Context: an optimization exercise on an open-source flow, tuned for small area and a short achievable clock period. The choices shown serve that exercise and are no tape-out recipe.
Where RTL was checked, it was by simulation tests only, not by an equivalence proof against the original.
Power figures rest on the tool's default switching activity, not on a simulated workload.

==> build 1 <==
// wallace_multiplier_16bit
module wallace_multiplier_16bit(
    input  wire        clk,
    input  wire        rst,
    input  wire [15:0] multiplicand,
    input  wire [15:0] multiplier,
    output reg  [31:0] result
);
clock: 3.0 ns
lec_check: 0
cap_margin: 20
core_margin: 2
core_utilization: 60
cts_buf_list: sky130_fd_sc_hd__clkbuf_8
cts_cluster_size: 20
setup_slack_margin: 1.0
slew_margin: 20
synth_hierarchical: 1
synth_minimum_keep_size: 0
run.sh (not shown) runs the stock make flow with config.mk's settings and CLKGATE_MAP_FILE= SYNTH_SCRIPT=/design/flow/synth_recipe.tcl, a recipe that flattens the netlist after the stock synthesis.
==> build 39 (differences from build 1) <==
--- a/flow/config.mk
+++ b/flow/config.mk
@@ -8,9 +8,10 @@
 export CAP_MARGIN = 20
 export CORE_MARGIN = 2
 export CORE_UTILIZATION = 60
-export CTS_BUF_LIST = sky130_fd_sc_hd__clkbuf_8
-export CTS_CLUSTER_SIZE = 20
-export SETUP_SLACK_MARGIN = 1.0
+export CTS_BUF_LIST = sky130_fd_sc_hd__clkbuf_4 sky130_fd_sc_hd__clkbuf_8
+export CTS_CLUSTER_DIAMETER = 50
+export CTS_CLUSTER_SIZE = 12
+export SETUP_SLACK_MARGIN = 0.5
 export SLEW_MARGIN = 20
 export SYNTH_HIERARCHICAL = 1
 export SYNTH_MINIMUM_KEEP_SIZE = 0
==> trial 41 (differences from build 1) <==
--- a/flow/config.mk
+++ b/flow/config.mk
@@ -7,9 +7,7 @@
 export LEC_CHECK = 0
 export CAP_MARGIN = 20
 export CORE_MARGIN = 2
-export CORE_UTILIZATION = 60
-export CTS_BUF_LIST = sky130_fd_sc_hd__clkbuf_8
-export CTS_CLUSTER_SIZE = 20
+export CORE_UTILIZATION = 40
 export SETUP_SLACK_MARGIN = 1.0
 export SLEW_MARGIN = 20
 export SYNTH_HIERARCHICAL = 1
==> build 6 (differences from build 1) <==
==> flow/flow/run.sh (new file) <==
#!/bin/bash
# Standard ORFS layout (the standard.sh) with plain buf_1 cells as the
# port buffers instead of the delay cells buffer_ports picks by default.
set -euo pipefail
export BUFFER_PORTS_ARGS="-buffer_cell sky130_fd_sc_hd__buf_1"
bash standard.sh > standard_flow.log 2>&1
==> flow/standard.sh (new file) <==
#!/bin/bash
# synth_recipe.tcl (not shown) runs the flow's synth.tcl, then flattens the netlist and writes it again
# the make line also repeats each setting of config.mk as NAME=value (left out here)
make -C /OpenROAD-flow-scripts/flow DESIGN_CONFIG=/design/flow/config.mk WORK_HOME=/design/flow/orfs CLKGATE_MAP_FILE= SYNTH_SCRIPT=/design/flow/synth_recipe.tcl "${@:-finish}"
--- a/flow/config.mk
+++ b/flow/config.mk
@@ -8,8 +8,9 @@
 export CAP_MARGIN = 20
 export CORE_MARGIN = 2
 export CORE_UTILIZATION = 60
-export CTS_BUF_LIST = sky130_fd_sc_hd__clkbuf_8
-export CTS_CLUSTER_SIZE = 20
+export CTS_BUF_LIST = sky130_fd_sc_hd__clkbuf_4 sky130_fd_sc_hd__clkbuf_8
+export CTS_CLUSTER_DIAMETER = 50
+export CTS_CLUSTER_SIZE = 12
 export SETUP_SLACK_MARGIN = 1.0
 export SLEW_MARGIN = 20
 export SYNTH_HIERARCHICAL = 1
removed: flow/run.sh
==> comparison <==
Build 6 finished clean. Build 1 finished with timing, DRC and antenna clean. Build 39 finished with timing, DRC and antenna clean. Trial 41 ran to the end with no violations. In build 1 the first-iteration DRC count is lower than in build 6, by about 3.6%. Clock-buffer cell count: build 39 < build 6 < trial 41 < build 1. Global-route usage: build 6 is higher than trial 41 (6.7 points). Between build 6 and build 1, the lower fmax is in build 6 (gap about 2.4%, measured against build 1). In synthesized area, build 39 and build 6 do not differ. Die area is the same in build 39 and build 6. The lowest clock power belongs to build 6, the highest to trial 41. The lowest total power belongs to build 6, the highest to trial 41. The highest via count belongs to build 1, the lowest to build 6. Setup slack: build 39 < build 6 < trial 41 < build 1.


==> harbor: inputs <==
wallace_multiplier_16bit, a different RTL version from the one above (not shown whole).
// wallace_multiplier_16bit
module wallace_multiplier_16bit(
    input  wire        clk,
    input  wire        rst,
    input  wire [15:0] multiplicand,
    input  wire [15:0] multiplier,
    output reg  [31:0] result
);
clock: 3.0 ns
lec_check: 0
cap_margin: 20
core_margin: 2
core_utilization: 60
cts_buf_list: sky130_fd_sc_hd__clkbuf_4 sky130_fd_sc_hd__clkbuf_8
cts_cluster_diameter: 50
cts_cluster_size: 12
setup_slack_margin: 1.15
slew_margin: 20
synth_hierarchical: 1
synth_minimum_keep_size: 0
Stock flow here: none of the scripts above is used.
==> zinc (differences from harbor) <==
--- a/flow/design.v
+++ b/flow/design.v
@@ -512,15 +512,15 @@
 wire k210;
 wire a211_g0 = p1 & 1'b1;
 wire a211_p0 = p1 ^ 1'b1;
 wire a211_g1 = p2 & p17;
 wire a211_p1 = p2 ^ p17;
 wire a211_G0_1 = a211_g0 | (a211_p0 & 1'b1);
 wire a211_G1_2 = a211_g1 | (a211_p1 & a211_G0_1);
-mul_xor u_a211_x0 (.a(a211_p0), .b(1'b1), .y(r209[0]));
+assign r209[0] = a211_p0 ^ 1'b1;
 mul_xor u_a211_x1 (.a(a211_p1), .b(a211_G0_1), .y(r209[1]));
 assign k210 = a211_G1_2;
 wire s212, c213;
 mul_fa u_s212 (.a(p11), .b(p26), .c(p41), .s(s212), .co(c213));
 wire s214, c215;
 mul_fa u_s214 (.a(p12), .b(p27), .c(p42), .s(s214), .co(c215));
 wire s216, c217;
@@ -1504,23 +1504,23 @@
     q4_gg758 <= gg758;
     q4_pp759 <= pp759;
     q4_gg760 <= gg760;
     q4_pp761 <= pp761;
     q4_gg762 <= gg762;
     q4_k643 <= k643;
 end
-reg [3:0] vld;
 wire [31:0] prod = {r763[20], r763[19], r763[18], r763[17], r763[16], r763[15], r763[14], r763[13], r763[12], r763[11], r763[10], r763[9], r763[8], r763[7], r763[6], r763[5], r763[4], r763[3], r763[2], r763[1], r763[0], q4_r642_4, q4_r642_3, q4_r642_2, q4_r642_1, q4_r642_0, q4_q3_r629_0, q4_q3_r472_2, q4_q3_r472_1, q4_q3_r472_0, q4_q3_q2_r209_1, q4_q3_q2_r209_0};
+reg [3:0] vld_n;
 always @(posedge clk or posedge rst) begin
     if (rst) begin
-        vld <= 4'd0;
+        vld_n <= 4'hf;
         result <= 32'd0;
     end else begin
-        vld <= {vld[2:0], 1'b1};
-        result <= vld[3] ? ~prod : 32'd0;
+        vld_n <= {vld_n[2:0], 1'b0};
+        result <= ~(prod | {32{vld_n[3]}});
     end
 end
 endmodule
 module mul_fa(input wire a, input wire b, input wire c, output wire s, output wire co);
     assign s = a ^ b ^ c;
     assign co = (a & b) | (a & c) | (b & c);
 endmodule
==> flow/flow/run.sh (new file) <==
#!/bin/bash
# Standard ORFS layout (the standard.sh) with two changes:
#  - plain buf_1 cells as the port buffers (buffer_ports picks delay cells by default);
#  - clock tree synthesis without dummy load cells.
set -euo pipefail
export BUFFER_PORTS_ARGS="-buffer_cell sky130_fd_sc_hd__buf_1"
export CTS_ARGS="-sink_clustering_enable -repair_clock_nets -dont_use_dummy_load -sink_clustering_size 12 -sink_clustering_max_diameter 50 -buf_list {sky130_fd_sc_hd__clkbuf_4 sky130_fd_sc_hd__clkbuf_8}"
bash standard.sh > standard_flow.log 2>&1
==> flow/standard.sh (new file) <==
#!/bin/bash
# synth_recipe.tcl (not shown) runs the flow's synth.tcl, then flattens the netlist and writes it again
# the make line also repeats each setting of config.mk as NAME=value (left out here)
make -C /OpenROAD-flow-scripts/flow DESIGN_CONFIG=/design/flow/config.mk WORK_HOME=/design/flow/orfs CLKGATE_MAP_FILE= SYNTH_SCRIPT=/design/flow/synth_recipe.tcl "${@:-finish}"
- CORE_UTILIZATION: 60 -> 75
removed: flow/run.sh
==> maple (differences from harbor) <==
--- a/flow/design.v
+++ b/flow/design.v
@@ -512,15 +512,15 @@
 wire k210;
 wire a211_g0 = p1 & 1'b1;
 wire a211_p0 = p1 ^ 1'b1;
 wire a211_g1 = p2 & p17;
 wire a211_p1 = p2 ^ p17;
 wire a211_G0_1 = a211_g0 | (a211_p0 & 1'b1);
 wire a211_G1_2 = a211_g1 | (a211_p1 & a211_G0_1);
-mul_xor u_a211_x0 (.a(a211_p0), .b(1'b1), .y(r209[0]));
+assign r209[0] = a211_p0 ^ 1'b1;
 mul_xor u_a211_x1 (.a(a211_p1), .b(a211_G0_1), .y(r209[1]));
 assign k210 = a211_G1_2;
 wire s212, c213;
 mul_fa u_s212 (.a(p11), .b(p26), .c(p41), .s(s212), .co(c213));
 wire s214, c215;
 mul_fa u_s214 (.a(p12), .b(p27), .c(p42), .s(s214), .co(c215));
 wire s216, c217;
@@ -1504,23 +1504,23 @@
     q4_gg758 <= gg758;
     q4_pp759 <= pp759;
     q4_gg760 <= gg760;
     q4_pp761 <= pp761;
     q4_gg762 <= gg762;
     q4_k643 <= k643;
 end
-reg [3:0] vld;
 wire [31:0] prod = {r763[20], r763[19], r763[18], r763[17], r763[16], r763[15], r763[14], r763[13], r763[12], r763[11], r763[10], r763[9], r763[8], r763[7], r763[6], r763[5], r763[4], r763[3], r763[2], r763[1], r763[0], q4_r642_4, q4_r642_3, q4_r642_2, q4_r642_1, q4_r642_0, q4_q3_r629_0, q4_q3_r472_2, q4_q3_r472_1, q4_q3_r472_0, q4_q3_q2_r209_1, q4_q3_q2_r209_0};
+reg [3:0] vld_n;
 always @(posedge clk or posedge rst) begin
     if (rst) begin
-        vld <= 4'd0;
+        vld_n <= 4'hf;
         result <= 32'd0;
     end else begin
-        vld <= {vld[2:0], 1'b1};
-        result <= vld[3] ? ~prod : 32'd0;
+        vld_n <= {vld_n[2:0], 1'b0};
+        result <= ~(prod | {32{vld_n[3]}});
     end
 end
 endmodule
 module mul_fa(input wire a, input wire b, input wire c, output wire s, output wire co);
     assign s = a ^ b ^ c;
     assign co = (a & b) | (a & c) | (b & c);
 endmodule
==> flow/flow/run.sh (new file) <==
#!/bin/bash
# Standard ORFS layout (the standard.sh) with these changes:
#  - plain buf_1 cells as the port buffers (buffer_ports picks delay cells by default);
#  - clock tree synthesis without dummy load cells;
#  - timing repair only after global routing, with a setup margin.
set -euo pipefail
export BUFFER_PORTS_ARGS="-buffer_cell sky130_fd_sc_hd__buf_1"
export CTS_ARGS="-sink_clustering_enable -repair_clock_nets -dont_use_dummy_load -sink_clustering_size 12 -sink_clustering_max_diameter 50 -buf_list {sky130_fd_sc_hd__clkbuf_4 sky130_fd_sc_hd__clkbuf_8}"
SKIP_CTS_REPAIR_TIMING=1 SETUP_SLACK_MARGIN=0 bash standard.sh cts > standard_to_cts.log 2>&1
SETUP_SLACK_MARGIN=1.3 bash standard.sh > standard_finish.log 2>&1
==> flow/standard.sh (new file) <==
#!/bin/bash
# synth_recipe.tcl (not shown) runs the flow's synth.tcl, then flattens the netlist and writes it again
# the make line also repeats each setting of config.mk as NAME=value (left out here)
make -C /OpenROAD-flow-scripts/flow DESIGN_CONFIG=/design/flow/config.mk WORK_HOME=/design/flow/orfs CLKGATE_MAP_FILE= SYNTH_SCRIPT=/design/flow/synth_recipe.tcl "${@:-finish}"
- SETUP_SLACK_MARGIN: 1.15 -> not set
removed: flow/run.sh
==> key figures <==
Power
  • Max VDD drop: just under 0.6 mV

Drt
  • Initial detailed-routing violation count: approximately 460
  • WL final: 24,200 um
  • WL per Instance: approximately 18 um

Yosys
  • Compound-cell area share of the yosys netlist: between 2 and 2.5%
  • XOR/XNOR Fraction of Synth Area: 4.15%

Status
  • Status: no timing/DRC/antenna violations

Cells and area
  • Commonest non-fill, non-tap cell in the layout: nand2_1

Timing
  • Peak Freq: 0.545 GHz
  • Final critical-path share of the clock period: roughly 61%
[end of results for zinc]
==> key figures <==
Timing
  • Final critical-path share of the clock period: 63.3%
  • Peak Freq: 0.526 GHz

Drt
  • Via/cell ratio: around 5.3
  • Initial detailed-routing violation count: 589
  • WL final: approximately 30,000 um
  • WL per Instance: approximately 20 um

Floorplan
  • Io pins: 66

Yosys
  • Compound-cell area share of the yosys netlist: 2.28%
  • XOR/XNOR Fraction of Synth Area: 4.15%

Power
  • Max VDD drop: ~0.47 mV

Cells and area
  • Commonest non-fill, non-tap cell in the layout: dfxtp_1

Status
  • Status: no timing/DRC/antenna violations
[end of results for maple]
==> key figures <==
Yosys
  • XOR/XNOR Fraction of Synth Area: 4.19%
  • Compound-cell area share of the yosys netlist: roughly 2.3%

Drt
  • WL per Instance: approximately 17 um
  • Top layer used by detailed routing: met4

Cells and area
  • Commonest non-fill, non-tap cell in the layout: nand2_1

Status
  • Status: no timing/DRC/antenna violations

Timing
  • Peak Freq: 0.541 GHz
[end of results for harbor]
The RTL of harbor was laid out without a check of its function.

what the ideal ports hide:
The results above use ideal ports. As a check the final layouts listed here were re-extracted and re-timed, cells and wires unchanged. Step 1 (the two cells are an assumption about what drives the block):
set clk [get_ports {clk}]
set_driving_cell -lib_cell sky130_fd_sc_hd__clkbuf_16 $clk
set_driving_cell -lib_cell sky130_fd_sc_hd__buf_2 [delete_from_list [all_inputs] $clk]
Step 2 times the ports against the registers' clock, not the clock port: input delays grow and output delays shrink by t, the midpoint of the rising clock arrivals with the driver on. Three values: no drivers, after step 1, after step 2; two values: the first two.
run | shift t [ns] | setup WS [ns] | worst setup path after step 2 | slew at the worst register clock pin (ns) | cell pins on the clock port's net
build 1 | 0.605 | 0.992 / 0.992 / 0.992 | register to register | 0.07 / 0.07 | 1
build 39 | 0.580 | 0.796 / 0.796 / 0.796 | register to register | 0.08 / 0.08 | 1
trial 41 | 0.555 | 0.953 / 0.953 / 0.953 | register to register | 0.06 / 0.06 | 1
build 6 | 0.575 | 0.943 / 0.943 / 0.943 | register to register | 0.08 / 0.08 | 1
harbor | 0.564 | 1.153 / 1.153 / 1.153 | register to register | 0.08 / 0.08 | 1
zinc | 0.536 | 1.165 / 1.165 / 1.165 | register to register | 0.08 / 0.08 | 1
maple | 0.556 | 1.100 / 1.100 / 1.100 | register to register | 0.09 / 0.09 | 1
After both steps setup and hold are still met in every run listed.
